What follows belongs to an exercise in optimizing a design on an open flow for small area and a short achievable clock period; a production flow would make more cautious choices. At most, simulation tests tie the RTL to the original design; equivalence was not proved. For runs 3 to 5, only the layout was checked, not whether the RTL still works. Power figures rest on the tool's default switching activity, not on a simulated workload.

`design/flow/design.v`:
```
module signExtend(S, Q);
input [5:0] S;
output [7:0] Q;
assign Q = {S[5], S[5], S[5:0]};
endmodule
module two_to_one_mux(S0, S1, Q, select);
input [7:0] S0;
input [7:0] S1;
input select;
output [7:0] Q;
assign Q = (select == 0) ? S0 : S1;
endmodule
module control(OP, BSEL, CISEL, OSEL, SHIFT_LA, SHIFT_LR, LOGICAL_OP);  
input [2:0] OP;
output BSEL;
output CISEL;
output [1:0] OSEL;
output SHIFT_LA;
output SHIFT_LR;
output LOGICAL_OP;
wire q = (OP==3'b000 | OP ==3'b001);
wire w = (OP==3'b010 | OP==3'b011 | OP ==3'b100);
wire e = (OP==3'b101 | OP ==3'b110);
assign BSEL = OP[0];
assign CISEL = OP[0];
assign OSEL = (q ? 2'b00 : w ? 2'b01 : e ? 2'b10: q);
assign SHIFT_LA = (OP==3'b010);
assign SHIFT_LR = OP[1];
assign LOGICAL_OP = OP[0];
endmodule
module adder(A, B, CI, Y, C, V); 
  input [7:0] A;
  input [7:0] B;
  input CI;
  output  reg [7:0] Y;
  output reg C;
  output reg V;
  reg CI1;
  reg CI2;
  reg CI3;
  reg CI4;
  reg CI5;
  reg CI6;
  reg CI7;
  reg CI8;
always @(*)
	begin
		Y[0] = CI ^ A[0] ^ B[0];
		CI1 = (CI & A[0])|(CI & B[0])|(A[0] & B[0]);
		Y[1] = CI1^ A[1] ^ B[1];
		CI2 =(CI1 & A[1])|(CI1 & B[1])|(A[1] & B[1]);
		Y[2] =CI2 ^ A[2] ^ B[2];
		CI3 = (CI2 & A[2])|(CI2 & B[2])|(A[2] & B[2]);
		Y[3] = CI3 ^ A[3] ^ B[3];
		CI4 = (CI3 & A[3])|(CI3 & B[3])|(A[3] & B[3]);
		Y[4] = CI4 ^ A[4] ^ B[4];
		CI5 = (CI4 & A[4])|(CI4 & B[4])|(A[4] & B[4]);
		Y[5] = CI5 ^ A[5] ^ B[5];
		CI6 = (CI5 & A[5])|(CI5 & B[5])|(A[5] & B[5]);
		Y[6] = CI6 ^ A[6] ^ B[6];
		CI7 = (CI6 & A[6])|(CI6 & B[6])|(A[6] & B[6]);
		Y[7] = CI7 ^ A[7] ^ B[7];
		C = (CI7 & A[7])|(CI7 & B[7])|(A[7] & B[7]);
		V = (CI7==C) ? 0:1;
end
endmodule
module shifter(A, LA, LR, Y, C);
input [7:0] A;
input LA, LR;
output reg [7:0] Y;
output reg C;
   always @(*)
	begin
		if (LA==0 & LR==1)
			begin
			Y = {1'b0, A[7:1]};
			C = A[0];
			end
	else if (LA==0 & LR==0)
		begin
		Y = {A[6:0], 1'b0};
		C = A[7];
		end
	else
		begin
		Y = {A[7], A[7:1]};
		C = A[0];
		end
	end
endmodule
module logical(A, B, OP, Y);  
	input [7:0] A;
	input [7:0] B;
	input OP;
	output [7:0] Y;
	assign Y[0] = (~OP&(A[0]|B[0]))|(OP&(A[0]&B[0]));
	assign Y[1] = (~OP&(A[1]|B[1]))|(OP&(A[1]&B[1]));
	assign Y[2] = (~OP&(A[2]|B[2]))|(OP&(A[2]&B[2]));
	assign Y[3] = (~OP&(A[3]|B[3]))|(OP&(A[3]&B[3]));
	assign Y[4] = (~OP&(A[4]|B[4]))|(OP&(A[4]&B[4]));
	assign Y[5] = (~OP&(A[5]|B[5]))|(OP&(A[5]&B[5]));
	assign Y[6] = (~OP&(A[6]|B[6]))|(OP&(A[6]&B[6]));
	assign Y[7] = (~OP&(A[7]|B[7]))|(OP&(A[7]&B[7]));
endmodule
module alu(A, B, OP, Y, C, V, N, Z, BSEL, CSEL, OSEL, SHIFT_LA, SHIFT_LR, LOGICAL_OP, Y_ADD, Y_SHIFT, Y_LOG, C_ADD, C_SHIFT);
  input  [7:0]  A;
  input  [7:0]  B;
  input  [2:0]  OP;
  output [7:0]  Y;
  output [7:0]  Y_ADD;
  output [7:0]  Y_SHIFT;
  output [7:0]  Y_LOG;
  output        C;
  output C_ADD;
  output C_SHIFT;
  output        V;
  output        N;
  output        Z;
  output BSEL;
  output CSEL; 
  output [1:0] OSEL;
  output SHIFT_LA;
  output SHIFT_LR;
  output LOGICAL_OP;
adder add (
.A(A),
.B((BSEL) ? ~B : B),
.CI(CISEL),
.Y(Y_ADD),
.C(C_ADD),
.V(V)
);
shifter shift (
.A(A),
.LA(SHIFT_LA),
.LR(SHIFT_LR),
.Y(Y_SHIFT),
.C(C_SHIFT)
);
logical log (
.A(A),
.B(B),
.OP(LOGICAL_OP),
.Y(Y_LOG)
);
control con (
.OP(OP),
.BSEL(BSEL),
.CISEL(CISEL),
.OSEL(OSEL),
.SHIFT_LA(SHIFT_LA),
.SHIFT_LR(SHIFT_LR),
.LOGICAL_OP(LOGICAL_OP)
);
wire q = (OSEL == 2'b00);
wire w = (OSEL == 2'b01);
wire e = (OSEL == 2'b10);
assign Y = (q ? Y_ADD : w ? Y_SHIFT : e ? Y_LOG: Y_LOG);
assign C = (OSEL == 2'b00) ? C_ADD : (OSEL == 2'b01) ? C_SHIFT : 2'b0;
assign N = (Y[7:4] > 4'b0111);
assign Z = (Y[7:0]==8'b00000000);
endmodule
module registerFile(CLK, SA, SB, LD, DR, D_in, DataA, DataB, RESET);
input CLK;
input RESET;
input [2:0] SA;
input [2:0] SB;
input LD;
input [2:0] DR;
input [7:0] D_in;
output [7:0] DataA;
output [7:0] DataB;
reg [7:0] reg0, reg1, reg2, reg3, reg4, reg5, reg6, reg7;
assign DataA = (SA == 3'b0) ? reg0 :
					(SA == 3'b001) ? reg1 :
					(SA == 3'b010) ? reg2 :
					(SA == 3'b011) ? reg3 :
					(SA == 3'b100) ? reg4 :
					(SA == 3'b101) ? reg5 :
					(SA == 3'b110) ? reg6 :
					(SA == 3'b111) ? reg7 : 0;
assign DataB = (SB == 3'b0) ? reg0 :
					(SB == 3'b001) ? reg1 :
					(SB == 3'b010) ? reg2 :
					(SB == 3'b011) ? reg3 :
					(SB == 3'b100) ? reg4 :
					(SB == 3'b101) ? reg5 :
					(SB == 3'b110) ? reg6 :
					(SB == 3'b111) ? reg7 : 0;
always @(posedge CLK) begin
if(RESET) begin
reg0<=8'b0;
reg1<=8'b0;
reg2<=8'b0;
reg3<=8'b0;
reg4<=8'b0;
reg5<=8'b0;
reg6<=8'b0;
reg7<=8'b0;
end
else if(LD) begin
	case(DR)
		3'b000: reg0<=D_in;
		3'b001: reg1<=D_in;
		3'b010: reg2<=D_in;
		3'b011: reg3<=D_in;
		3'b100: reg4<=D_in;
		3'b101: reg5<=D_in;
		3'b110: reg6<=D_in;
		3'b111: reg7<=D_in;
	endcase
end
end
endmodule
module decoder(INST, DR, SA, SB, IMM, MB, FS, MD, LD, MW, BS, OFF, HALT);
input [15:0] INST;
output reg [2:0] DR;
output reg [2:0] SA;
output reg [2:0] SB;
output reg [5:0] IMM;
output reg [3:0] FS;
output reg [3:0] BS;
output reg [5:0] OFF;
output reg HALT;
output reg MB;
output reg MD;
output reg LD;
output reg MW;
always @(INST) begin
if(INST[15:12] == 4'b0000)begin
if(INST[2:0] == 3'b000)begin
	DR <= 3'b0;
	SA <= 3'b0;
	SB <= 3'b0;
	IMM <= 6'b0;
	FS <= 3'b0;
	MB <= 1'b0;
	OFF <= 6'b0;
	LD <= 1'b0;
	MW <= 1'b0;
	MD <= 1'b0;
	HALT<=1'b0;
	BS <= 3'b100;
end
else if(INST[2:0] == 3'b001)begin
	HALT <= 1'b1;
	DR <= 3'b0;
	SA <= 3'b0;
	SB <= 3'b0;
	OFF <= 6'b0;
	IMM <= 6'b0;
	FS <= 3'b0;
	MB <= 1'b0;
	LD <= 1'b0;
	MW <= 1'b0;
	MD <= 1'b0;
	BS <= 3'b100;
end
else begin
	DR <= 3'b0;
	SA <= 3'b0;
	SB <= 3'b0;
	OFF <= 6'b0;
	IMM <= 6'b0;
	FS <= 3'b0;
	MB <= 1'b0;
	LD <= 1'b0;
	MW <= 1'b0;
	MD <= 1'b0;
	BS <= 3'b100;
	HALT<=1'b0;
end
end	
else if(INST[15] == 0 && INST[14:12] != 3'b000)begin  
if(INST[15:12] == 4'b0010) begin
	IMM <= {INST[5:0]};
	DR <= 	INST[8:6];
	SA <= INST[11:9];
	SB <= 3'b0;
	MB <= 1'b1;
	LD <= 1'b1;
	MW <= 1'b0;
	BS <= 3'b100;
	OFF <= 6'b0;
	FS <= 3'b0;
	MD <= 1'b1;
	HALT<=1'b0;
end
else if(INST[15:12] == 4'b0100) begin
	IMM <= {INST[5:0]};
	DR <= 3'b0;
	SA <= INST[11:9];
	SB <= INST[8:6];
	MB <= 1'b1;
	OFF <= 6'b0;
	LD <= 1'b0;
	MW <= 1'b1;
	FS <= 3'b0;
	MD <= 1'b0;	
	BS <= 3'b100;
	HALT<=1'b0;
end
else if(INST[15:12] == 4'b0101) begin
	IMM <= INST[5:0];
	DR <= INST[8:6];
	SA <= INST[11:9];
	SB <= 3'b0;
	MB <= 1'b1;
	LD <= 1'b1;
	MW <= 1'b0;
	FS <= 3'b0;
	OFF <= 6'b0;
	BS <= 3'b100;
	HALT<=1'b0;
	MD <= 1'b0;
end
else if(INST[15:12] == 4'b0110) begin
	IMM <= {INST[5:0]};
	DR <= INST[8:6];
	SA <= INST[11:9];
	SB <= 3'b0;
	MB <= 1'b1;
	OFF <= 6'b0;
	LD <= 1'b1;
	MW <= 1'b0;
	FS <= 3'b101;
	MD <= 1'b0;
	BS <= 3'b100;
	HALT<=1'b0;
end
else if(INST[15:12] == 4'b0111) begin
	IMM <= {INST[5:0]};
	DR <= INST[8:6];
	SA <= INST[11:9];
	SB <= 3'b0;
	MB <= 1'b1;
	OFF <= 6'b0;
	LD <= 1'b1;
	MW <= 1'b0;
	FS <= 3'b110;
	MD <= 1'b0;
	BS <= 3'b100;
	HALT<=1'b0;
end	
else begin
	DR <= 3'b0;
	SA <= 3'b0;
	SB <= 3'b0;
	IMM <= 6'b0;
	FS <= 3'b0;
	MB <= 1'b0;
	OFF <= 6'b0;
	BS <= 3'b100;
	LD <= 1'b0;
	MW <= 1'b0;
	MD <= 1'b0;
	HALT<=1'b0;
end
end  
else if(INST[15:12] == 4'b1111) begin  
if(INST[2:0] == 3'b0)begin
	FS <= 3'b0;
	IMM <= 6'b0;
	DR <= INST[5:3];
	SA <= INST[11:9];
	SB <= INST[8:6];
	MB <= 1'b0;
	BS <= 3'b100;
	LD <= 1'b1;
	HALT<=1'b0;
	OFF <= 6'b0;
	MW <= 1'b0;
	MD <= 1'b0;
end
else if(INST[2:0] == 3'b001) begin
	FS <= 3'b001;
	IMM <= 6'b0;
	DR <= INST[5:3];
	SA <= INST[11:9];
	SB <= INST[8:6];
	MB <= 1'b0;
	OFF <= 6'b0;
	BS <= 3'b100;
	LD <= 1'b1;
	MW <= 1'b0;	
	MD <= 1'b0;
	HALT<=1'b0;
end
else if(INST[2:0] == 3'b010) begin
	FS <= 3'b010;
	IMM <= 6'b0;
	DR <= INST[5:3];
	SA <= INST[11:9];
	SB <= 3'b0;
	MB <= 1'b0;
	LD <= 1'b1;
	HALT<=1'b0;
	OFF <= 6'b0;
	MW <= 1'b0;
	BS <= 3'b100;
	MD <= 1'b0;
end
else if(INST[2:0] == 3'b011) begin
	FS <= 3'b011;
	IMM <= 6'b0;
	DR <= INST[5:3];
	SA <= INST[11:9];
	SB <= 3'b0;
	OFF <= 6'b0;
	MB <= 1'b0;
	BS <= 3'b100;
	LD <= 1'b1;
	HALT<=1'b0;
	MW <= 1'b0;
	MD <= 1'b0;
end
else if(INST[2:0] == 3'b100) begin
	FS <= 3'b100;
	IMM <= 6'b0;
	DR <= INST[5:3];
	SA <= INST[11:9];
	SB <= 3'b0;
	MB <= 1'b0;
	LD <= 1'b1;
	MW <= 1'b0;
	OFF <= 6'b0;
	HALT<=1'b0;
	BS <= 3'b100;
	MD <= 1'b0;
end
else if(INST[2:0] == 3'b101) begin
	FS <= 3'b101;
	DR <= INST[5:3];
	SA <= INST[11:9];
	SB <= INST[8:6];
	IMM <= 6'b0;
	OFF <= 6'b0;
	MB <= 1'b0;
	LD <= 1'b1;
	MW <= 1'b0;
	MD <= 1'b0;
	BS <= 3'b100;
	HALT<=1'b0;
end
else if(INST[2:0] == 3'b110) begin
	FS <= 3'b110;
	DR <= INST[5:3];
	SA <= INST[11:9];
	SB <= INST[8:6];
	IMM <= 6'b0;
	OFF <= 6'b0;
	MB <= 1'b0;
	LD <= 1'b1;
	MW <= 1'b0;
	MD <= 1'b0;
	BS <= 3'b100;
	HALT<=1'b0;
end
else begin
	DR <= 3'b0;
	SA <= 3'b0;
	SB <= 3'b0;
	IMM <= 6'b0;
	FS <= 3'b0;
	MB <= 1'b0;
	LD <= 1'b0;
	BS <= 3'b100;
	MW <= 1'b0;
	HALT<=1'b0;
	MD <= 1'b0;
	OFF <= 6'b0;
end
end  
else if(INST[15:14] == 2'b10) begin
if(INST[15:12] == 4'b1000) begin
	DR <= 3'b0;
	SA <= INST[11:9];
	SB <= INST[8:6];
	IMM <= 6'b0;
	FS<=3'b001;
	BS<=3'b0;
	HALT<=1'b0;
	MB<=1'b0;
	LD = 1'b0;
	MW = 1'b0;
	MD = 1'b0;
	OFF <= INST[5:0];
end
else if (INST[15:12] == 4'b1001) begin
	DR <= 3'b0;
	SA <= INST[11:9];
	SB <= INST[8:6];
	IMM <= 6'b0;
	FS<=3'b001;
	BS<=3'b001;
	HALT<=1'b0;
	MB<=1'b0;
	LD = 1'b0;
	MW = 1'b0;
	MD = 1'b0;
	OFF <= INST[5:0];
end
else if(INST[15:12] == 4'b1010) begin
	DR <= 3'b0;
	SA <= INST[11:9];
	SB <= 3'b0;
	IMM <= 6'b0;
	FS<=3'b001;
	BS<=3'b010;  
	HALT<=1'b0;
	MB<=1'b1;
	LD = 1'b0;
	MW = 1'b0;
	MD = 1'b0;
	OFF <= INST[5:0];
end
else if(INST[15:12] == 4'b1011) begin
	DR <= 3'b0;
	SA <= INST[11:9];
	SB <= 3'b0;
	IMM <= 6'b0;
	FS<=3'b001;
	BS<=3'b011;
	HALT<=1'b0;
	MB <=1'b1;
	LD = 1'b0;
	MW = 1'b0;
	MD = 1'b0;
	OFF <= INST[5:0];
end
else begin
	DR <= 3'b0;
	SA <= 3'b0;
	SB <= 3'b0;
	IMM <= 6'b0;
	FS <= 3'b0;
	BS <= 3'b0;
	HALT<=1'b0;
	MB <= 1'b0;
	LD <= 1'b0;
	MW <= 1'b0;
	MD <= 1'b0;
	OFF <= 6'b0;
end
end  
else begin
	DR <= 3'b0;
	SA <= 3'b0;
	SB <= 3'b0;
	IMM <= 6'b0;
	FS <= 3'b0;
	BS <= 3'b0;
	HALT<=1'b0;
	MB <= 1'b0;
	LD <= 1'b0;
	MW <= 1'b0;
	MD <= 1'b0;
	OFF <= 6'b0;
end
end 
endmodule
module cpu(CLK, RESET, EN_L, Iin, Din, PC, NextPC, DataA, DataB, DataC, DataD, MW);
  input         CLK;
  input         RESET;
  input         EN_L;
  input  [15:0] Iin;
  input  [7:0]  Din;
  output [7:0]  PC;
  output [7:0]  NextPC;
  output [7:0]  DataA;
  output [7:0]  DataB;
  output [7:0]  DataC;
  output [7:0]  DataD;
  output        MW;
  reg  [7:1] pc_q;
  reg        EN_LPrev;
  reg  [7:0] r0, r1, r2, r3, r4, r5, r6, r7;
  wire [3:0] op = Iin[15:12];
  wire [2:0] rs = Iin[11:9];
  wire [2:0] rt = Iin[8:6];
  wire [2:0] rd = Iin[5:3];
  wire [2:0] fn = Iin[2:0];
  wire [7:0] imm = {{2{Iin[5]}}, Iin[5:0]};
  wire isR    = (op == 4'b1111) & (fn != 3'b111);
  wire isLB   = (op == 4'b0010);
  wire isSB   = (op == 4'b0100);
  wire isIALU = (op[3:2] == 2'b01) & (op[1:0] != 2'b00);    
  wire isBr   = (op[3:2] == 2'b10);
  wire isHALT = (op == 4'b0000) & (fn == 3'b001);
  wire useA   = isR | isLB | isSB | isIALU | isBr;          
  wire [7:0] sa_oh = 8'd1 << rs;
  wire [7:0] sb_oh = 8'd1 << rt;
  wire [7:0] a = ({8{sa_oh[0]}} & r0) | ({8{sa_oh[1]}} & r1) | ({8{sa_oh[2]}} & r2) | ({8{sa_oh[3]}} & r3) |
                 ({8{sa_oh[4]}} & r4) | ({8{sa_oh[5]}} & r5) | ({8{sa_oh[6]}} & r6) | ({8{sa_oh[7]}} & r7);
  wire [7:0] b = ({8{sb_oh[0]}} & r0) | ({8{sb_oh[1]}} & r1) | ({8{sb_oh[2]}} & r2) | ({8{sb_oh[3]}} & r3) |
                 ({8{sb_oh[4]}} & r4) | ({8{sb_oh[5]}} & r5) | ({8{sb_oh[6]}} & r6) | ({8{sb_oh[7]}} & r7);
  assign DataA = useA ? a : r0;
  assign DataB = b;
  wire useImm = ~op[3];                        
  wire [7:0] opB = useImm ? imm : b;
  wire doSub  = isBr ? ~op[1] : (isR & (fn == 3'b001));    
  wire [7:0] sum = a + (doSub ? ~opB : opB) + {7'b0, doSub};
  wire doAdd  = isLB | isSB | (op == 4'b0101) | (isR & fn[2:1] == 2'b00) | (isBr & ~op[1]);
  wire doAnd  = isR ? (fn == 3'b101) : (op == 4'b0110);
  wire doOr   = isR ? (fn == 3'b110) : (op == 4'b0111);
  wire doSra  = isR & (fn == 3'b010);
  wire doSrl  = isR & (fn == 3'b011);
  wire doSll  = isR & (fn == 3'b100);
  wire doPass = isBr & op[1];                  
  wire [7:0] Y = ({8{doAdd}} & sum) | ({8{doAnd}} & (a & opB)) | ({8{doOr}} & (a | opB)) |
                 ({8{doSra}} & {a[7], a[7:1]}) | ({8{doSrl}} & {1'b0, a[7:1]}) |
                 ({8{doSll}} & {a[6:0], 1'b0}) | ({8{doPass}} & a) |
                 ({8{~useA}} & {r0[6:0], 1'b0});
  assign DataD = Y;
  assign DataC = isLB ? Din : Y;
  assign MW = isSB;
  wire eq = (a == b);
  wire taken = isBr & (op[1] ? (a[7] ^ ~op[0]) : (eq ^ op[0]));
  wire halt = isHALT & ~EN_L & EN_LPrev;
  wire [7:1] pc_inc = pc_q + 7'd1;
  wire [7:1] pc_br  = pc_q + 7'd1 + {Iin[5], Iin[5:0]};
  wire [7:1] npc = halt ? pc_q : (taken ? pc_br : pc_inc);
  assign NextPC = {npc, 1'b0};
  assign PC = {pc_q, 1'b0};
  wire LD = isR | isLB | isIALU;
  wire [2:0] DR = isR ? rd : rt;
  wire [7:0] wd = RESET ? 8'd0 : DataC;
  wire [7:0] we = {8{RESET}} | ({8{LD}} & (8'd1 << DR));
  always @(posedge CLK) begin
    EN_LPrev <= EN_L;
    if (RESET) pc_q <= 7'd0;
    else       pc_q <= npc;
    if (we[0]) r0 <= wd;
    if (we[1]) r1 <= wd;
    if (we[2]) r2 <= wd;
    if (we[3]) r3 <= wd;
    if (we[4]) r4 <= wd;
    if (we[5]) r5 <= wd;
    if (we[6]) r6 <= wd;
    if (we[7]) r7 <= wd;
  end
endmodule
```
`design/flow/flow/run.sh`:
```
#!/bin/bash
# The standard layout (the standard.sh), with the input and output ports buffered by
# sky130_fd_sc_hd__buf_1 instead of the cell buffer_ports picks by default.
set -euo pipefail
export BUFFER_PORTS_ARGS="-buffer_cell sky130_fd_sc_hd__buf_1"
bash standard.sh > flow_make.log 2>&1
```
`design/flow/standard.sh`:
```
#!/bin/bash
# synth_recipe.tcl (not shown) runs the flow's synth.tcl, then flattens the netlist and writes it again
# the make line also repeats each setting of config.mk as NAME=value (left out here)
make -C /OpenROAD-flow-scripts/flow DESIGN_CONFIG=/design/flow/config.mk WORK_HOME=/design/flow/orfs CLKGATE_MAP_FILE= SYNTH_SCRIPT=/design/flow/synth_recipe.tcl "${@:-finish}"
```
`design/flow/config.mk`:
```
export PLATFORM = sky130hd
export DESIGN_NAME = cpu
export DESIGN_NICKNAME = cpu
export VERILOG_FILES = /design/flow/design.v
export SDC_FILE = /design/flow/constraint.sdc
export NUM_CORES = 4
export LEC_CHECK = 0
export CAP_MARGIN = 20
export CORE_MARGIN = 2
export CORE_UTILIZATION = 60
export CTS_BUF_LIST = sky130_fd_sc_hd__clkbuf_8
export SETUP_SLACK_MARGIN = 3.5
export SLEW_MARGIN = 20
```
`design/flow/constraint.sdc`:
```
create_clock -name core_clock -period 11.5 [get_ports {CLK}]
set_input_delay 2.3000 -clock core_clock [delete_from_list [all_inputs] [get_ports {CLK}]]
set_output_delay 2.3000 -clock core_clock [all_outputs]
set_load 0.01 [all_outputs]
```
==> results.toml, run 1 <==
[routing]
wire_per_inst_um = 21.4
ant_nets = 0
num_vias = 4148
via_per_inst = 6.39
finalWirelength_um = 13900
drc = 0
drt_first_pass_iters = 5
drt_iter0_markers = 297

[clocking]
clock_sinks = 72
clock_path_buffers = 2
root_buffer = "clkbuf_8"
cts.clk_slew.worst_paths_ns = 0.08
insertion_delay_ns = 0.35
hold_buffers = 0
cts_htree_levels = 3
numCtsBuffers = 9
tritoncts = "built"

[worst_setup_path]
critPathArrivalTime_ns = 5.61
worst_setup_path_start_kind = "input port"
critPathCaptureType = "output pin"
path_class = "input port to output pin"
cp_max_fo = 7
crit_required_ns = 9.20

[pwr]
power_mw = 0.991
p_leak_nw = 2.29
switchingPower_mw = 0.354
p_comb_share_pct = 40.5
ir_drop_v = 0.000129
pwr-share-seq_pct = 36.9
pwr-share-clk_pct = 22.5
p_int_mw = 0.637
switching_share_pct = 35.7
power_density_nw_per_um2 = 165

[grt]
grt_first_pass_wirelength_um = 20900
antenna_found_initial = 0
grt_max_degree = 32
grt_pass1_vias = 3837
track_usage_pct = 28.7
grt_overflow = 0

[finish]
final_net_count = 579
layout_common_cells = "buf_1 (71), edfxtp_1 (64), nor2_1 (34), mux4_2 (27)"
final_layout_size_suffix_gt1_share_pct = 20.0
fillCellCount = 644
diodes = 0
syn2layout_area_growth_pct = 15.0
fin_cells = 649
final_common_cell = "buf_1"

[synth]
synthCells = 455
avgSynthCellArea_um2 = 11.5
yosysSeqAreaShare_pct = 39.9
synth_top_cell_by_area = "edfxtp_1"
ys_seq_elements = 72
synth_area_leaders = "edfxtp_1 (37%), mux4_2 (12%), xnor2_1 (3.2%)"
yosys_warnings = 1
syn_area_um2 = 5220
synth-edff-count = 64
synthArstFlopShare_pct = 0
synth_flop_cell = "edfxtp_1"
netlist.area_leader.share_pct = 36.8
synth_cell_types = 60

[hold_path]
hp-class = "flip-flop to flip-flop"

[run]
maxCapViolations = 0

[sta]
fin_crit_ns = 7.91
hold_violations = 0
drv_slew = 0
clock.fmax_ghz = 0.126
rsz0062_at_grt = "yes"
worst_slew_pin_slew_ns = 1.09
setup_violations = 0
setup-tns-final_ns = 0
period_share_pct = 68.8
skew_ns = 0.0141
max-slew-margin-rel_pct = 27.1

[placement]
place_inst = 618
gp_congestion = 0.867
port_buffers = 73
dp_hpwl_um = 9930

[die]
core.rowCount = 34
chipHeight_um = 97.3
die_w_um = 97.3
start_util_pct = 60.7
dieArea_um2 = 9460
coreArea_um2 = 8590
pin_count = 76

[status]
status = "complete, no violations"
## synth_stat cells, drive strengths merged (10+ instances only)
master,n
nor2b,10
clkbuf,12
mux2,13
nand2,25
edfxtp,64
buf,14
mux4,30
a21oi,23
mux2i,22
xnor2,19
o21ai,29
nor2,34
ha,13
inv,25
## path summary, 6_finish.rpt
path / startpoint / to / slack [ns] / cells past startpoint
worst max-delay path: Iin[7] / DataC[6] / 3.59 / 18
worst min-delay path: pc_q[7] / pc_q[7] / 0.53 / 2
worst max register to register: r0[4] / r2[7] / 7.62 / 12
worst min register to register: pc_q[7] / pc_q[7] / 0.53 / 2
## metrics by stage
stage	area [um^2]	setup slack, ns	hold slack (ns)	util (%)
final	6000	3.59	0.527	69.8
after global routing	6000	3.42	0.550	69.8
after CTS	5820	3.47	0.532	67.7
after detailed placement	5530	3.17	0.518	64.3
after global placement	5530	3.21	0.502	64.3
after floorplan	5220	3.66	0.531	-
## timing repair
action / 4_1_cts / 5_1_grt
resized for setup: 11 / 18
setup endpoints to repair: 10 / 11
pin swaps: 0 / 1
gates cloned: 0 / 1
buffers inserted: 4 / 11
## power groups by stage
stage                     sequential [mW]  combinational, mW  clock, mW
after detailed placement            0.370              0.370          0
after global routing                0.370              0.432      0.236
final                               0.366              0.402      0.223
after global placement              0.366              0.368          0
after CTS                           0.364              0.378      0.227
after floorplan                     0.361              0.273          0
## area by class of cell
| cell class | instances | area (um^2) | area share (%) |
|---|---|---|---|
| multi-input cells | 333 | 2990 | 49.8 |
| flip-flops and latches | 72 | 2080 | 34.7 |
| repair buffers | 96 | 485 | 8.09 |
| well taps | 108 | 135 | 2.25 |
| clock buffers | 9 | 124 | 2.06 |
| clock inverters | 6 | 93.8 | 1.56 |
| inverters | 25 | 93.8 | 1.56 |
## per-layer routing
metal | vias to the layer above | GRT usage, % | wire length [um]
met1 | 1980 | 40.8 | 5630
met5 | - | 0 | 0
li1 | 1901 | - | -
met4 | 0 | 8.44 | 406
met3 | 28 | 4.68 | 1320
met2 | 239 | 46.2 | 6560
## state kept, by name, summed over array words and instances, names as in the netlist
signal / flops
pc_q: 7
r3: 8
EN_LPrev: 1
r0: 8
r6: 8
r2: 8
r7: 8
r5: 8
r4: 8
r1: 8
## kinds of logic (layout without fill, tap and decap cells)
kind of cell	count (synthesis)	count (layout)	share of synthesized area [%]
flops	72	72	39.9
compound gates	110	110	14.0
fa+ha+maj	15	15	3.88
simple gates	113	113	10.8
buf+inv	51	136	4.84
other cells	1	2	0.0718
mux	65	65	21.8
xor+xnor	28	28	4.70
## worst max-delay path, stage by stage
cell	delay [ns]
clkbuf_2	0.15
buf_12	0.15
mux4_2	0.55
mux2i_4	0.21
nand2_1	0.09
o21ai_2	0.11
xnor2_2	0.15
inv_1	0.08
fa_2	0.37
nor2b_1	0.12
o21ai_1	0.06
nand2b_1	0.11
a21o_1	0.14
a21oi_2	0.06
xnor2_1	0.12
a2111o_1	0.42
mux2_2	0.29
buf_1	0.13
==> inputs of run 2 (changes only) <==
==> design/flow/flow/run.sh (replaced) <==
#!/bin/bash
# The standard layout (the standard.sh), with the input and output ports buffered by
# sky130_fd_sc_hd__buf_2 instead of the cell buffer_ports picks by default.
set -euo pipefail
export BUFFER_PORTS_ARGS="-buffer_cell sky130_fd_sc_hd__buf_2"
bash standard.sh > flow_make.log 2>&1
==> results.toml, run 2 <==
[worst_setup_path]
cp_slowest_cell = "a2111o_1"
path_class = "input port to output pin"
r2r_cells = 14
path_depth = 15
reg2reg_from = "r0[3]"
cpMostUsedCell = "mux2_2"
cp_max_fo = 18
path_delay_family = "compound AO/OA/AOI/OAI gates"
critPathArrivalTime_ns = 5.53
path_cells = "buf_4, mux2_2, o22ai_1, nor2_1, mux2i_2, fa_2, nor2b_1, o21ai_1, nand2b_1, a21o_1, a21oi_2, xnor2_1, a2111o_1, mux2_2, buf_2"
critPathCaptureType = "output pin"
cp_num_buf_inv = 2
r2r_setup_slack_ns = 7.63
slowest_delay_ns = 0.42
r2r-end = "r7[6]"
crit_required_ns = 9.20
worst_setup_path_start_kind = "input port"

[synth]
synth_area_leaders = "edfxtp_1 (37%), mux4_2 (12%), xnor2_1 (3.2%)"
synth-edff-count = 64
syn_area_um2 = 5220
yosysSeqAreaShare_pct = 39.9
netlist.area_leader.share_pct = 36.8
synth_common_cells = "edfxtp_1 (64), nor2_1 (34), mux4_2 (27), o21ai_0 (27)"
synth_flop_cell = "edfxtp_1"
synthArstFlopShare_pct = 0
yosysMostFrequentCell = "edfxtp_1"
ys_seq_elements = 72
yosys_warnings = 1
synthCells = 455
synth_top_cell_by_area = "edfxtp_1"
synth_cell_types = 60
avgSynthCellArea_um2 = 11.5

[run]
maxCapViolations = 0

[grt]
track_usage_pct = 28.0
grt_first_pass_wirelength_um = 20600
grt_max_degree = 32
grt_overflow = 0
antenna_found_initial = 0
grt_pass1_vias = 3735

[sta]
period_share_pct = 68.1
skew_ns = 0.0128
rsz0062_at_grt = "no"
drv_slew = 0
whs_ns = 0.520
hold_violations = 0
fin_crit_ns = 7.83
fin_ws_ns = 3.67
worst_slew_pin_slew_ns = 1.05
setup-tns-final_ns = 0
clock.fmax_ghz = 0.128
setup_violations = 0
max-slew-margin-rel_pct = 29.9

[routing]
finalWirelength_um = 13200
drt_iter0_markers = 234
num_vias = 3997
drt_first_pass_iters = 5
wire_per_inst_um = 21.0
via_per_inst = 6.34
ant_nets = 0
drc = 0

[clocking]
clock_sinks = 72
hold_buffers = 0
tritoncts = "built"
cts.clk_slew.worst_paths_ns = 0.08
numCtsBuffers = 9
insertion_delay_ns = 0.34
cts_htree_levels = 3
root_buffer = "clkbuf_8"
clock_path_buffers = 2

[pwr]
p_leak_nw = 2.40
power_density_nw_per_um2 = 163
ir_drop_v = 0.000114

[die]
coreArea_um2 = 8590
dieArea_um2 = 9460
die_w_um = 97.3
core.rowCount = 34
pin_count = 76
start_util_pct = 60.7
chipHeight_um = 97.3

[placement]
gp_congestion = 0.905
dp_hpwl_um = 9900
port_buffers = 73
dp_slack_ns = 3.07

[status]
status = "complete, no violations"

[finish]
fillCellCount = 696
final_layout_size_suffix_gt1_share_pct = 30.3
multiInputGateArea_um2 = 2980
seqCellArea_um2 = 2080
diodes = 0
layout_common_cells = "buf_2 (66), edfxtp_1 (64), nor2_1 (34), mux4_2 (27), inv_1 (26)"
final_net_count = 559
final_common_cell = "buf_2"
syn2layout_area_growth_pct = 13.5

[hold_path]
worstHoldEndpoint = "pc_q[7]"
hold_start = "pc_q[7]"
hp-class = "flip-flop to flip-flop"
min_path_cells = 2
-- run 2: cells by family after synthesis --
group | share of synthesized area, %
AO/OA/AOI/OAI | 14.0
XOR/XNOR | 4.70
adder cells (fa/ha/maj) | 3.88
buffers and inverters | 4.84
flip-flops | 39.9
multiplexers | 21.8
other | 0.0718
AND/OR/NAND/NOR | 10.8
-- run 2: worst max-delay path by stage --
stage | slack, ns | from | to
3_5_place_dp | 3.07 | Iin[7] | DataC[4]
2_1_floorplan | 3.66 | Iin[7] | DataC[6]
3_3_place_gp | 3.11 | Iin[7] | DataC[4]
5_1_grt | 3.52 | Iin[7] | DataC[6]
4_1_cts | 3.50 | Iin[7] | DataC[6]
6_report | 3.67 | Iin[11] | DataC[6]
-- run 2: layout make-up --
class / count / share of cell area, %
Timing Repair Buffer: 76 / 7.37
Sequential cell: 72 / 35.1
Tap cell: 108 / 2.28
Inverter: 25 / 1.58
Clock buffer: 9 / 2.09
Clock inverter: 7 / 1.22
Multi-Input combinational cell: 333 / 50.3
-- run 2: power by group --
| group | total [mW] | switching [mW] | internal [mW] | leakage (nW) |
|---|---|---|---|---|
| clock network | 0.198 | 0.0978 | 0.100 | 0.0893 |
| logic | 0.405 | 0.224 | 0.181 | 1.59 |
| registers | 0.364 | 0.0233 | 0.340 | 0.723 |
-- run 2: through the flow --
stage          cell area [um^2]  std cells  power, mW  util [%]
2_1_floorplan              5220        456      0.633         -
3_3_place_gp               5570        611      0.740      64.8
3_5_place_dp               5570        611      0.748      64.8
4_1_cts                    5800        627      0.952      67.5
5_1_grt                    5930        630       1.02      69.0
6_report                   5930        630      0.967      69.0
-- run 2: per-layer routing --
layer  track usage, %  vias up  part of all wire (%)
li1                 -     1855                     -
met1             40.6     1984                    44
met2             45.7      148                    48
met3             4.96       10                   7.1
met4             5.13        0                   1.0
met5                0        -                     0
-- run 2: worst reg2reg max path, stage by stage, from the launching register on --
cell      delay (ns)
edfxtp_1        0.49
mux4_2          0.54
mux2i_4         0.22
nand2_1         0.08
o21ai_1         0.24
xnor2_1         0.12
ha_1            0.35
o21ai_1         0.09
nand2b_1        0.10
a21o_1          0.20
a21oi_2         0.15
xnor2_1         0.08
a2111o_1        0.42
mux2_2          0.29
nor2b_1         0.22
-- run 2: timing repair --
| item | CTS | global route |
|---|---|---|
| endpoints found under the setup margin | 13 | 7 |
| setup buffers | 0 | 3 |
| gates resized for setup | 13 | 24 |
| pin swaps | 0 | 1 |
==> inputs of run 3 (changes only) <==
--- a/design/flow/design.v
+++ b/design/flow/design.v
@@ -607,12 +607,12 @@
   wire doSrl  = isR & (fn == 3'b011);
   wire doSll  = isR & (fn == 3'b100);
   wire doPass = isBr & op[1];                  
-  wire [7:0] Y = ({8{doAdd}} & sum) | ({8{doAnd}} & (a & opB)) | ({8{doOr}} & (a | opB)) |
-                 ({8{doSra}} & {a[7], a[7:1]}) | ({8{doSrl}} & {1'b0, a[7:1]}) |
-                 ({8{doSll}} & {a[6:0], 1'b0}) | ({8{doPass}} & a) |
-                 ({8{~useA}} & {r0[6:0], 1'b0});
-  assign DataD = Y;
-  assign DataC = isLB ? Din : Y;
+  wire [7:0] other = ({8{doAnd}} & (a & opB)) | ({8{doOr}} & (a | opB)) |
+                     ({8{doSra}} & {a[7], a[7:1]}) | ({8{doSrl}} & {1'b0, a[7:1]}) |
+                     ({8{doSll}} & {a[6:0], 1'b0}) | ({8{doPass}} & a) |
+                     ({8{~useA}} & {r0[6:0], 1'b0});
+  assign DataD = doAdd ? sum : other;
+  assign DataC = (doAdd & ~isLB) ? sum : (isLB ? Din : other);
   assign MW = isSB;
   wire eq = (a == b);
   wire taken = isBr & (op[1] ? (a[7] ^ ~op[0]) : (eq ^ op[0]));
--- a/design/flow/config.mk
+++ b/design/flow/config.mk
@@ -9,5 +9,5 @@
 export CORE_MARGIN = 2
 export CORE_UTILIZATION = 60
 export CTS_BUF_LIST = sky130_fd_sc_hd__clkbuf_8
-export SETUP_SLACK_MARGIN = 3.5
+export SETUP_SLACK_MARGIN = 4.0
 export SLEW_MARGIN = 20
==> results.toml, run 3 <==
[worst_setup_path]
crit_end = "DataC[7]"
reg2reg_from = "r0[4]"
r2r_cells = 14
worst_setup_path_start_kind = "input port"
r2r_setup_slack_ns = 7.30
r2r-end = "r1[7]"
crit_path_start = "Iin[7]"
critPathCaptureType = "output pin"
cp_max_fo = 8
crit_required_ns = 9.20
critPathArrivalTime_ns = 5.43
path_class = "input port to output pin"

[finish]
final_net_count = 600
syn2layout_area_growth_pct = 18.9
fillCellCount = 657
multiInputGateArea_um2 = 3120
fin_cells = 671
final_common_cell = "buf_2"
seqCellArea_um2 = 2080
layout_common_cells = "buf_2 (65), edfxtp_1 (64), nand2_1 (41), nor2_1 (35), mux4_2 (24)"
final_area_um2 = 6270
final_layout_size_suffix_gt1_share_pct = 32.7
diodes = 0

[clocking]
tritoncts = "built"
clock_path_buffers = 2
root_buffer = "clkbuf_8"
numCtsBuffers = 9
clock_sinks = 72
hold_buffers = 0
cts.clk_slew.worst_paths_ns = 0.08
cts_htree_levels = 3
insertion_delay_ns = 0.35

[pwr]
ir_drop_v = 0.000109
p_leak_nw = 2.61
power_density_nw_per_um2 = 148

[hold_path]
min_path_cells = 2
hp-class = "flip-flop to flip-flop"

[sta]
drv_slew = 0
max-slew-margin-rel_pct = 28.2
setup_violations = 0
hold_violations = 0
fin_ws_ns = 3.77
worst_slew_pin_slew_ns = 1.08
fin_crit_ns = 7.73
rsz0062_at_grt = "yes"
setup-tns-final_ns = 0
period_share_pct = 67.2
skew_ns = 0.0113
clock.fmax_ghz = 0.129
whs_ns = 0.581

[synth]
synth_area_leaders = "edfxtp_1 (36%), mux4_2 (9.4%), mux4_1 (4.0%)"
yosys_warnings = 1
syn_area_um2 = 5280
yosysMostFrequentCell = "edfxtp_1"
synth_cell_types = 69
synth_top_cell_by_area = "edfxtp_1"
synth_top_family_by_area = "multiplexers"
synth_common_cells = "edfxtp_1 (64), nand2_1 (47), nor2_1 (38)"
avgSynthCellArea_um2 = 10.9
synth_fa_ha_area_share_pct = 3.79
synthCells = 482
synthMuxAreaShare_pct = 19.0
synth_flop_cell = "edfxtp_1"
synthArstFlopShare_pct = 0
synth-edff-count = 64
ys_seq_elements = 72
netlist.area_leader.share_pct = 36.4
synth_compound_area_share_pct = 12.1
yosysSeqAreaShare_pct = 39.4
synth_xor_xnor_area_share_pct = 5.14
synth_simple_gate_area_share_pct = 15.3

[routing]
ant_nets = 0
wire_per_inst_um = 21.2
via_per_inst = 6.37
drt_first_pass_iters = 6
drt_iter0_markers = 249
num_vias = 4275
drc = 0
finalWirelength_um = 14200

[placement]
place_inst = 635
dp_slack_ns = 3.16
dp_hpwl_um = 10200
place_area_um2 = 5620
gp_congestion = 0.893
port_buffers = 73

[grt]
antenna_found_initial = 0
grt_max_degree = 25
grt_overflow = 0
grt_pass1_vias = 4157
grt_first_pass_wirelength_um = 22300
track_usage_pct = 30.1

[die]
pin_count = 76
coreArea_um2 = 8640
die_w_um = 97.8
chipHeight_um = 97.8
core.rowCount = 34
dieArea_um2 = 9560
start_util_pct = 61.1

[status]
status = "complete, no violations"

[run]
maxCapViolations = 0
==> run 3: worst min-delay path by stage <==
| stage | from | to |
|---|---|---|
| after floorplan | pc_q[5] | pc_q[5] |
| after global placement | pc_q[5] | pc_q[5] |
| after detailed placement | pc_q[5] | pc_q[5] |
| after CTS | pc_q[5] | pc_q[5] |
| after global routing | pc_q[5] | pc_q[5] |
| final | pc_q[5] | pc_q[5] |
==> run 3: where the power goes <==
part | total (mW) | internal [mW] | switching (mW)
combinational | 0.356 | 0.165 | 0.191
clock | 0.223 | 0.122 | 0.101
sequential | 0.349 | 0.328 | 0.0211
==> run 3: cell type report <==
cell class                 instances  area share [%]
clock buffer                       9            1.97
clock inverter                     6            1.50
inverter                          20            1.20
multi-input combinational        361            49.7
sequential                        72            33.2
tap                              108            2.15
timing repair buffer              95            10.3
==> run 3: per-layer routing <==
layer / vias up / global-route usage [%] / share of wire, %
li1: 1949 / - / -
met1: 2082 / 41.1 / 42
met2: 212 / 48.9 / 49
met3: 32 / 4.51 / 6.9
met4: 0 / 12.3 / 2.4
met5: - / 0 / 0
==> run 3: kinds of logic (layout without fill, tap and decap cells) <==
family | after synthesis | count (layout)
compound gates | 98 | 98
xor+xnor | 31 | 31
fa+ha+maj | 15 | 15
buf+inv | 50 | 130
flops | 72 | 72
mux | 55 | 55
other cells | 1 | 2
simple gates | 160 | 160
==> run 3: what timing repair did <==
item | in CTS | in global routing
gates resized for setup | 27 | 26
setup buffers | 12 | 8
cloned | 1 | 0
setup endpoints to repair | 16 | 13
pin swaps | 15 | 17
==> run 3: critical path: stages <==
cell and delay, ns:
buf_16 0.11, mux4_4 0.65, nand2b_4 0.11, nand2_4 0.05, mux2i_4 0.17, xor2_1 0.09
ha_1 0.34, o21a_1 0.13, nor2_1 0.05, a31oi_2 0.20, a21oi_2 0.09, maj3_2 0.34
xnor2_2 0.15, a221oi_4 0.36, a21oi_2 0.10, buf_2 0.16
==> run 3: stage by stage <==
stage	utilization [%]	total power, mW
2_1_floorplan	-	0.568
3_3_place_gp	65.1	0.652
3_5_place_dp	65.1	0.658
4_1_cts	70.8	0.904
5_1_grt	72.6	0.973
6_report	72.6	0.929
==> inputs of run 4 (changes only) <==
--- a/design/flow/config.mk
+++ b/design/flow/config.mk
@@ -9,5 +9,5 @@
 export CORE_MARGIN = 2
 export CORE_UTILIZATION = 60
 export CTS_BUF_LIST = sky130_fd_sc_hd__clkbuf_8
-export SETUP_SLACK_MARGIN = 4.0
+export SETUP_SLACK_MARGIN = 3.0
 export SLEW_MARGIN = 20
==> results.toml, run 4 <==
[status]
status = "complete, no violations"

[finish]
syn2layout_area_growth_pct = 10.5
final_layout_size_suffix_gt1_share_pct = 24.9
seqCellArea_um2 = 2080
final_net_count = 579
layout_common_cells = "buf_2 (72), edfxtp_1 (64), nand2_1 (47), nor2_1 (38), a21oi_1 (26)"
final_common_cell = "buf_2"
final_util_pct = 67.5
diodes = 0
fin_cells = 651
fillCellCount = 695
multiInputGateArea_um2 = 2950

[routing]
num_vias = 4112
wire_per_inst_um = 20.8
via_per_inst = 6.32
ant_nets = 0
drt_iter0_markers = 206
finalWirelength_um = 13600
drt_first_pass_iters = 4
drc = 0

[synth]
yosysSeqAreaShare_pct = 39.4
synth_cell_types = 69
ys_seq_elements = 72
syn_area_um2 = 5280
yosys_warnings = 1
synthCells = 482
netlist.area_leader.share_pct = 36.4
synth_flop_cell = "edfxtp_1"
avgSynthCellArea_um2 = 10.9
synth-edff-count = 64
synth_common_cells = "edfxtp_1 (64), nand2_1 (47), nor2_1 (38)"
synthArstFlopShare_pct = 0
synth_area_leaders = "edfxtp_1 (36%), mux4_2 (9.4%), mux4_1 (4.0%)"
yosysMostFrequentCell = "edfxtp_1"
synth_top_cell_by_area = "edfxtp_1"

[worst_setup_path]
crit_required_ns = 9.20
critPathArrivalTime_ns = 6.02
r2r_cells = 14
worst_setup_path_start_kind = "input port"
r2r-end = "r3[7]"
path_class = "input port to output pin"
r2r_setup_slack_ns = 7.08
critPathCaptureType = "output pin"
cp_max_fo = 23
reg2reg_from = "r0[4]"

[sta]
setup-tns-final_ns = 0
setup_violations = 0
fin_crit_ns = 8.32
clock.fmax_ghz = 0.120
drv_slew = 0
skew_ns = 0.0105
hold_violations = 0
period_share_pct = 72.3
max-slew-margin-rel_pct = 26.3
rsz0062_at_grt = "yes"
worst_slew_pin_slew_ns = 1.10

[clocking]
insertion_delay_ns = 0.35
cts_htree_levels = 3
clock_sinks = 72
root_buffer = "clkbuf_8"
cts.clk_slew.worst_paths_ns = 0.08
clock_path_buffers = 2
postCtsSetupBuffers = 0
cts.repair.resized = 0
hold_buffers = 0
tritoncts = "built"
numCtsBuffers = 9

[placement]
port_buffers = 73
dp_hpwl_um = 9910
gp_congestion = 0.887
place_inst = 635

[hold_path]
hold_start = "pc_q[5]"
hp-class = "flip-flop to flip-flop"
min_path_cells = 2
worstHoldEndpoint = "pc_q[5]"

[pwr]
power_density_nw_per_um2 = 150
power_mw = 0.877
ir_drop_v = 0.000117
p_leak_nw = 2.44

[grt]
grt.busiest_layer = "met2"
grt_max_degree = 25
grt_use_met1_pct = 40.0
met2_usage_pct = 47.9
grt_overflow = 0
grt_first_pass_wirelength_um = 21400
track_usage_pct = 29.1
met3_usage_pct = 4.29
antenna_found_initial = 0
grt_pass1_vias = 4035

[die]
coreArea_um2 = 8640
pin_count = 76
dieArea_um2 = 9560
chipHeight_um = 97.8
core.rowCount = 34
die_w_um = 97.8
start_util_pct = 61.1

[run]
maxCapViolations = 0
[run 4: worst max-delay path by stage]
stage,from,end,slack [ns],cells after the start
2_1_floorplan,Iin[7],DataC[7],3.85,16
3_5_place_dp,Iin[7],DataC[7],3.05,16
3_3_place_gp,Iin[7],DataC[7],3.08,16
6_report,Iin[15],DataC[7],3.18,14
4_1_cts,Iin[7],DataC[7],3.03,16
5_1_grt,Iin[7],DataC[7],2.97,16
[run 4: metrics by stage]
step | setup slack [ns] | hold slack [ns] | area [um^2]
after floorplan | 3.85 | 0.563 | 5280
after global placement | 3.08 | 0.562 | 5600
after detailed placement | 3.05 | 0.580 | 5600
after CTS | 3.03 | 0.590 | 5820
after global routing | 2.97 | 0.634 | 5830
final | 3.18 | 0.592 | 5830
[run 4: cell families (layout without fill, tap and decap cells)]
| group | count (synthesis) | after routing | share of synthesized area (%) |
|---|---|---|---|
| AOI/OAI and AO/OA | 98 | 98 | 12.1 |
| xor gates and xnor gates | 31 | 31 | 5.14 |
| adders and majority gates | 15 | 15 | 3.79 |
| buffers and inverters | 50 | 110 | 5.10 |
| DFF | 72 | 72 | 39.4 |
| muxes | 55 | 55 | 19.0 |
| other | 1 | 2 | 0.0711 |
| and+or+nand+nor | 160 | 160 | 15.3 |
[run 4: final cells by class]
class,instances,area share [%]
Tap cell,108,2.32
Inverter,20,1.29
Clock buffer,9,2.12
Clock inverter,7,1.65
Timing Repair Buffer,74,6.44
Multi-Input combinational cell,361,50.5
Sequential cell,72,35.7
[run 4: layer usage]
layer	vias up	wire, um
li1	1914	-
met1	1993	5710
met2	175	6550
met3	30	971
met4	0	337
met5	-	0
[run 4: worst max-delay path, cell delays in order]
cell      delay (ns)
buf_2           0.38
nand4_1         0.30
o32a_1          0.60
xor2_1          0.24
ha_1            0.36
o21a_1          0.14
nor2_1          0.04
a31oi_1         0.22
a21oi_1         0.12
maj3_1          0.38
xnor2_1         0.14
a221oi_1        0.49
a21oi_1         0.14
buf_2           0.16
[run 4: power breakdown]
group | leakage, nW | internal (mW) | total, mW | switching [mW]
combinational | 1.61 | 0.133 | 0.302 | 0.170
sequential | 0.724 | 0.328 | 0.349 | 0.0212
clock | 0.103 | 0.122 | 0.225 | 0.103
==> inputs of run 5 (changes only) <==
--- a/design/flow/config.mk
+++ b/design/flow/config.mk
@@ -9,5 +9,5 @@
 export CORE_MARGIN = 2
 export CORE_UTILIZATION = 60
 export CTS_BUF_LIST = sky130_fd_sc_hd__clkbuf_8
-export SETUP_SLACK_MARGIN = 3.0
+export SETUP_SLACK_MARGIN = 3.5
 export SLEW_MARGIN = 20
==> results.toml, run 5 <==
[grt]
grt_pass1_vias = 4053
grt_overflow = 0
track_usage_pct = 29.2
antenna_found_initial = 0
grt_max_degree = 25
grt_first_pass_wirelength_um = 21500

[die]
start_util_pct = 61.1
die_w_um = 97.8
pin_count = 76
core.rowCount = 34
chipHeight_um = 97.8
coreArea_um2 = 8640
dieArea_um2 = 9560

[worst_setup_path]
cp_slowest_cell = "o32a_4"
cp_max_fo = 23
crit_path_start = "Iin[15]"
cp_num_buf_inv = 3
path_class = "input port to output pin"
path_delay_family = "compound AO/OA/AOI/OAI gates"
path_cells = "buf_4, nand4_1, o32a_4, xor2_2, buf_4, ha_1, o211ai_1, a31oi_1, a21oi_1, maj3_1, xnor2_1, a221oi_2, a21oi_1, buf_2"
reg2reg_from = "r0[4]"
r2r_setup_slack_ns = 7.21
worst_setup_path_start_kind = "input port"
critPathArrivalTime_ns = 5.59
crit_required_ns = 9.20
critPathCaptureType = "output pin"
slowest_delay_ns = 0.49

[pwr]
ir_drop_v = 0.000117
pwr-share-clk_pct = 25.0
p_leak_nw = 2.51
pwr-share-seq_pct = 39.2
power_density_nw_per_um2 = 148
p_comb_share_pct = 35.8
p_int_mw = 0.594
switchingPower_mw = 0.299
switching_share_pct = 33.5

[synth]
synth_flop_cell = "edfxtp_1"
synthArstFlopShare_pct = 0
synth_common_cells = "edfxtp_1 (64), nand2_1 (47), nor2_1 (38)"
yosysMostFrequentCell = "edfxtp_1"
yosysSeqAreaShare_pct = 39.4
synth_fa_ha_area_share_pct = 3.79
synth_cell_types = 69
synth_top_cell_by_area = "edfxtp_1"
synth_xor_xnor_area_share_pct = 5.14
yosys_warnings = 1
synth_compound_area_share_pct = 12.1
avgSynthCellArea_um2 = 10.9
synth_top_family_by_area = "multiplexers"
ys_seq_elements = 72
synth_simple_gate_area_share_pct = 15.3
synth-edff-count = 64
synthMuxAreaShare_pct = 19.0
synthCells = 482
synth_area_leaders = "edfxtp_1 (36%), mux4_2 (9.4%), mux4_1 (4.0%)"
netlist.area_leader.share_pct = 36.4
syn_area_um2 = 5280

[finish]
final_layout_size_suffix_gt1_share_pct = 28.7
final_area_um2 = 6040
layout_common_cells = "buf_2 (68), edfxtp_1 (64), nand2_1 (43), nor2_1 (38), a21oi_1 (25)"
final_common_cell = "buf_2"
syn2layout_area_growth_pct = 14.5
diodes = 0
fillCellCount = 668
final_net_count = 590

[clocking]
clock_path_buffers = 2
numCtsBuffers = 9
cts_htree_levels = 3
tritoncts = "built"
clock_sinks = 72
cts.clk_slew.worst_paths_ns = 0.08
root_buffer = "clkbuf_8"
insertion_delay_ns = 0.35

[routing]
via_per_inst = 6.34
drt_iter0_markers = 231
wl_met3_um = 881
dr.max_layer_used = "met4"
drc = 0
wl_met2_um = 6850
finalWirelength_um = 13900
num_vias = 4200
drt_first_pass_iters = 4
ant_nets = 0
wirelength_met1_um = 5850
wire_per_inst_um = 20.9

[sta]
skew_ns = 0.0142
hold_violations = 0
clock.fmax_ghz = 0.127
max-slew-margin-rel_pct = 24.2
period_share_pct = 68.6
setup-tns-final_ns = 0
setup_violations = 0
drv_slew = 0
rsz0062_at_grt = "no"
worst_slew_pin_slew_ns = 1.14
fin_crit_ns = 7.89

[hold_path]
hold_start = "pc_q[5]"
hp-class = "flip-flop to flip-flop"

[status]
status = "complete, no violations"

[placement]
port_buffers = 73
dp_hpwl_um = 9910
gp_congestion = 0.887
place_area_um2 = 5600

[run]
maxCapViolations = 0
[run 5: cell counts after synthesis]
No cell type changed its count.
[run 5: worst paths after layout]
kind               to  cells after the start
min           pc_q[5]                      2
max          DataC[7]                     14
min reg2reg   pc_q[5]                      2
max reg2reg     r3[7]                     14
[run 5: area by class of cell]
class	count	area, um^2	area share [%]
Tap cell	108	135	2.24
Multi-Input combinational cell	361	3020	49.9
Clock buffer	9	124	2.05
Inverter	20	75.1	1.24
Clock inverter	7	96.3	1.59
Timing Repair Buffer	85	513	8.49
Sequential cell	72	2080	34.5
[run 5: logic make-up (layout without fill, tap and decap cells)]
kind of cell,count (synthesis),after routing
simple gates,160,160
compound gates,98,98
flops,72,72
mux,55,55
buf+inv,50,121
xor+xnor,31,31
fa+ha+maj,15,15
other cells,1,2
[run 5: power by group through the flow]
stage	logic [mW]	registers (mW)	clock network, mW
floorplan	0.218	0.346	0
global placement	0.295	0.350	0
detailed placement	0.298	0.354	0
CTS	0.304	0.349	0.230
global route	0.349	0.353	0.237
finish	0.320	0.350	0.224
[run 5: stage by stage]
step	power (mW)	hold slack [ns]	setup slack [ns]	util [%]	std cells
CTS	0.883	0.590	3.44	68.1	656
detailed placement	0.653	0.580	3.05	64.8	635
global route	0.940	0.634	3.47	70.0	662
finish	0.893	0.589	3.61	70.0	662
floorplan	0.564	0.563	3.85	-	483
global placement	0.645	0.562	3.08	64.8	635
[run 5: metal layers]
layer / GRT usage (%) / vias up
li1: - / 1937
met1: 40.3 / 2072
met2: 47.7 / 167
met3: 4.29 / 24
met4: 10.7 / 0
met5: 0 / -
[run 5: worst register-to-register path: stages, from the launching register on]
cell and delay [ns]:
edfxtp_1 0.47, mux4_4 0.62, nand2b_1 0.11, nand2_2 0.10, mux2i_4 0.17, xor2_1 0.09, ha_1 0.32, o21a_1 0.13
nor2_1 0.04, a31oi_1 0.22, a21oi_1 0.13, maj3_1 0.38, xnor2_1 0.19, a221oi_2 0.12, a211oi_1 0.88
[run 5: timing repair]
| action | CTS | global route |
|---|---|---|
| resized for setup | 9 | 21 |
| setup buffers | 5 | 5 |
| setup endpoints to repair | 12 | 7 |
| hold buffers | 0 | 0 |
| cloned | 0 | 1 |
| pin swaps | 1 | 9 |

[what the ideal ports hide]
Ports are ideal in the flow. The routed layouts listed here were re-timed in OpenROAD.
Step 1 (the two cells are an assumption about what drives the block):
set clk [get_ports {CLK}]
set_driving_cell -lib_cell sky130_fd_sc_hd__clkbuf_16 $clk
set_driving_cell -lib_cell sky130_fd_sc_hd__buf_2 [delete_from_list [all_inputs] $clk]
Step 2 times the ports against the registers' clock, not the clock port: input delays grow and output delays shrink by t, the midpoint of the rising clock arrivals with the driver on.
a / b / c = ideal ports / drivers / drivers and shift; a / b = the first two.
run	t (ns)	setup slack, ns	worst hold slack (ns)
run 1	0.379	3.587 / 3.561 / 3.561	0.527 / 0.527 / 0.527
run 2	0.365	3.670 / 3.622 / 3.622	0.520 / 0.520 / 0.520
run 3	0.381	3.775 / 3.631 / 3.631	0.581 / 0.581 / 0.581
run 4	0.375	3.183 / 3.161 / 3.161	0.592 / 0.592 / 0.592
run 5	0.377	3.610 / 3.483 / 3.483	0.589 / 0.589 / 0.589
After both steps every run listed still meets setup and hold. For run 3, which loses most, drivers alone change the setup slack by -0.144 ns; drivers and shift together by -0.144 ns.
